Source: an optimization exercise on an open RTL-to-GDS flow (aim: small area, a short achievable clock period and few clock cycles). Production flows keep margins and buffers that such runs may drop. In this exercise RTL edits were held to simulation tests only and were not proved equivalent to the original. No activity file was given, so power comes from the tool's default toggle rates.

==> inputs of v27 <==
// CPU
module CPU(clk, rst, imem_addr, imem_rdata, dmem_addr, dmem_wdata, dmem_we, dmem_rdata);
Settings: LEC_CHECK=0, CAP_MARGIN=20, CORE_MARGIN=2, CORE_UTILIZATION=40, SLEW_MARGIN=20; clock period 21.0 ns.
standard.sh (not shown) runs the stock make flow with config.mk's settings and CLKGATE_MAP_FILE= SYNTH_SCRIPT=/design/flow/synth_recipe.tcl, a recipe that flattens the netlist after the stock synthesis.
==> flow/flow/run.sh <==
#!/bin/bash
# The standard ORFS layout, with timing repair (floorplan, CTS and global
# route stages) aiming for a setup slack of SETUP_SLACK_MARGIN instead of 0.
# The SDC, synthesis and every other step are the standard flow's own (standard.sh).
set -euo pipefail
bash standard.sh SETUP_SLACK_MARGIN=15.5 SKIP_GATE_CLONING=1 finish > standard.log 2>&1
==> v28: changes against v27 <==
--- a/flow/design.v
+++ b/flow/design.v
@@ -80,14 +80,15 @@
 wire dSW    = (fop == 6'h21);
 wire dB     = (fop == 6'h25);
 wire dBL    = (fop == 6'h26);
 wire dBCY   = (fop == 6'h27);
 wire dBCNY  = (fop == 6'h28);
 wire dSHV   = dSHLLV | dSHRLV | dSHRAV;
 wire dCBR   = dBLTZ | dBZ | dBNZ;
+wire f_off  = (imem_rdata[15:0] != 16'd0);
 wire [29:0] pc1 = pc + 30'd1;
 wire [29:0] f_jt = {pc1[29:26], imem_rdata[25:0]};
 wire        c_now;       
 wire        f_j = dB | dBL | (dBCY & c_now) | (dBCNY & ~c_now);
 wire [31:0] rf31;
 wire [29:0] f_rt = (wwe & (wdst == 5'd31)) ? wres[31:2] : rf31[31:2];
 wire [4:0] r1 = ir[25:21];
@@ -181,17 +182,17 @@
 		r_and  <= dAND;
 		r_xor  <= dXOR;
 		r_a    <= dSW;
 		r_pc   <= dBL;
 		x_sha  <= dSHRAV | dSHRA;
 		x_shv  <= dSHV;
 		x_br   <= dBR;
-		x_bltz <= dBLTZ;
-		x_bz   <= dBZ;
-		x_bnz  <= dBNZ;
+		x_bltz <= dBLTZ & f_off;
+		x_bz   <= dBZ & f_off;
+		x_bnz  <= dBNZ & f_off;
 	end
 	wload <= x_ld;
 	wdst <= x_bl ? 5'd31 : r1;
 	wres <= res;
 	maddr <= sum[9:0];
 end
 assign imem_addr = {pc, 2'b00};
--- a/flow/config.mk
+++ b/flow/config.mk
@@ -4,8 +4,11 @@
 export VERILOG_FILES = /design/flow/design.v
 export SDC_FILE = /design/flow/constraint.sdc
 export NUM_CORES = 4
 export LEC_CHECK = 0
 export CAP_MARGIN = 20
 export CORE_MARGIN = 2
 export CORE_UTILIZATION = 40
+export CTS_CLUSTER_DIAMETER = 100
+export CTS_CLUSTER_SIZE = 20
+export PLACE_DENSITY = 0.7
 export SLEW_MARGIN = 20
==> v10: changes against v27 <==
--- a/flow/design.v
+++ b/flow/design.v
@@ -41,15 +41,14 @@
 output dmem_we;
 input [31:0] dmem_rdata;
 reg [29:0] pc;           
 reg        rq;           
 reg        carry;
 reg        xv;           
 reg [31:0] ir;           
-reg [29:0] xpc1;         
 reg [31:0] xoh1, xoh2;   
 reg        x_wr, x_bl, x_ld, x_st, x_addc, x_use1, x_use2;
 reg        x_ya, x_yb, x_nb, x_xi, x_xp, x_cin;
 reg        r_sum, r_shl, r_shr, r_and, r_xor, r_a, r_pc;
 reg        x_sha, x_shv, x_br, x_bltz, x_bz, x_bnz;
 reg        wwe;          
 reg        wload;        
@@ -98,15 +97,15 @@
                  .we(wwe), .wa(wdst), .wd(wload ? dmem_rdata : wres));
 wire f1 = wwe & (wdst == r1);
 wire f2 = wwe & (wdst == r2);
 wire [31:0] A = f1 ? wres : rf1;
 wire [31:0] B = f2 ? wres : rf2;
 wire stall = xv & wload & ((f1 & x_use1) | (f2 & x_use2));
 wire go = xv & ~stall;
-wire [31:0] xk = x_xi ? imm : x_xp ? {xpc1, 2'b00} : 32'd0;
+wire [31:0] xk = x_xi ? imm : x_xp ? {pc, 2'b00} : 32'd0;
 wire [31:0] ax = x_ya ? A : xk;
 wire [31:0] yk = x_xp ? {imm[29:0], 2'b00} : (imm ^ {32{x_cin}});
 wire [31:0] ay = x_yb ? (B ^ {32{x_nb}}) : yk;
 wire [33:0] sumx = {1'b0, ax, 1'b1} + {1'b0, ay, x_cin};    
 wire [32:0] sum = sumx[33:1];
 wire [4:0]  sa = x_shv ? B[4:0] : r2;
 wire [31:0] arev;
@@ -126,15 +125,15 @@
 assign      shr_o = sa[4] ? {{16{fill}}, s4[31:16]} : s4;
 wire [31:0] res = ({32{r_sum}} & sum[31:0]) |
                   ({32{r_shl}} & shrev) |
                   ({32{r_shr}} & shr_o) |
                   ({32{r_and}} & (A & B)) |
                   ({32{r_xor}} & (A ^ B)) |
                   ({32{r_a}}   & A) |
-                  ({32{r_pc}}  & {xpc1, 2'b00});
+                  ({32{r_pc}}  & {ir[29:0], 2'b00});    
 wire azero = (A == 32'd0);
 wire take = go & ((x_br & (A[31:2] != pc)) | (x_bltz & A[31]) | (x_bz & azero) | (x_bnz & ~azero));
 wire [29:0] tgt = x_br ? A[31:2] : sum[31:2];
 assign c_now = (xv & x_addc) ? sum[32] : carry;
 always @(posedge clk) begin
 	rq <= rst;
 	if (rst) begin
@@ -153,16 +152,15 @@
 		end
 		if (go & x_addc)
 			carry <= sum[32];
 		wwe <= go & x_wr;
 		mwe <= go & x_st;
 	end
 	if (!stall) begin
-		ir <= imem_rdata;
-		xpc1 <= pc1;
+		ir <= dBL ? {2'b00, pc1} : imem_rdata;
 		xoh1 <= 32'd1 << imem_rdata[25:21];
 		xoh2 <= 32'd1 << imem_rdata[20:16];
 		x_wr   <= dADD | dCOMP | dSHV | dAND | dXOR | dADDI | dCOMPI | dSHLL | dSHRL | dSHRA |
 		          dLW | dBL;
 		x_bl   <= dBL;
 		x_ld   <= dLW;
 		x_st   <= dSW;
==> flow/config.mk (replaced) <==
export PLATFORM = sky130hd
export DESIGN_NAME = CPU
export DESIGN_NICKNAME = CPU
export VERILOG_FILES = /design/flow/design.v
export SDC_FILE = /design/flow/constraint.sdc
export NUM_CORES = 4
export LEC_CHECK = 0
export CAP_MARGIN = 20
export CORE_MARGIN = 2
export CORE_UTILIZATION = 50
export CTS_CLUSTER_DIAMETER = 100
export CTS_CLUSTER_SIZE = 20
export SLEW_MARGIN = 20
==> summary of the runs <==
Non-clock buffer count is the same in v27 and v28.
Clock-buffer cell count: v27 is higher than v28 (67).
Sequential share of layout area: v28 > v10 > v27.
In v28 the first-iteration DRC count is higher than in v27, by 26%.
Final cell count: v10 is lower than v28 (7.2%).
Between v10 and v27, the lower synthesized cell count is in v10 (gap about 0.5%, measured against v27).
Critical path depth: v10 is higher than v27 (10).
==> figures <==
| metric | v10 | v28 | v27 |
|---|---|---|---|
| Outcome | complete, no violations | complete, no violations | complete, no violations |
| Compound-cell area share of the yosys netlist | 19.5% | 20.1% | 19.4% |
| Leak pwr | 24.5 nW | 24.6 nW | 25.6 nW |
| Fill count | 9555 | 13200 | 12900 |
| Worst-path clk slew | 90 ps | 90 ps | 70 ps |
| Time the worst path needs with I/O delays and setup | 5980 ps | 5690 ps | 5620 ps |
| Number of buffers and inverters on the critical path | 6 | 4 | 4 |
| Cell with the largest stage delay on the worst path | sky130_fd_sc_hd__nor4_4 | sky130_fd_sc_hd__a21oi_1 | sky130_fd_sc_hd__or4_1 |
| Violation count after the first detailed-routing iteration | 13200 | 14400 | 11500 |
| Post-route cell area | 0.0696 sq mm | 0.0703 sq mm | 0.0717 sq mm |
| Non-clock inverter instance count of the final layout | 56 | 62 | 64 |
| Relative area change from synthesis to final layout | 16.5% | 16.9% | 20.3% |
| Total clock sinks | 1225 | 1251 | 1251 |
| Number of sequential cells in the layout | 1225 | 1251 | 1251 |
| Cell Area, Placed | 0.0636 sq mm | 0.0646 sq mm | 0.0641 sq mm |
Testbench counts of v27, summed over its fixed seeds: cycles 42,676.
Testbench counts of v28, summed over its fixed seeds: cycles 42,429.
Testbench counts of v10, summed over its fixed seeds: cycles 42,676.

## re-timing with driven ports
How much do the figures lean on ideal ports? The routed layouts below were timed once more, with nothing changed but the port constraints. Step 1 sets driving cells, clkbuf_16 on the clock port and buf_2 on the other inputs (assumed; they add their load-dependent delay and slew). Step 2 adds t to the input delays and takes it off the output delays; t is the mean of the earliest and latest rising clock arrival at the registers after step 1. Input paths then give back, and output paths get back, about the clock's delay inside the block. Slacks: ideal ports / drivers / drivers and shift; pairs: ideal ports / drivers.
| run | t (ns) | slack for setup (ns) | worst setup path at the end | worst register clock-pin slew, ns | pins driven straight from the clock port |
|---|---|---|---|---|---|
| v27 | 0.888 | 15.377 / 15.331 / 14.576 | input to register | 0.07 / 0.07 | 1 |
| v28 | 0.811 | 15.305 / 15.305 / 14.609 | input to register | 0.10 / 0.10 | 1 |
| v10 | 0.802 | 15.016 / 15.016 / 14.618 | input to register | 0.10 / 0.10 | 1 |
After both steps every run listed still meets setup and hold. For v27, which loses most, drivers alone change the setup slack by -0.046 ns; drivers and shift together by -0.801 ns.
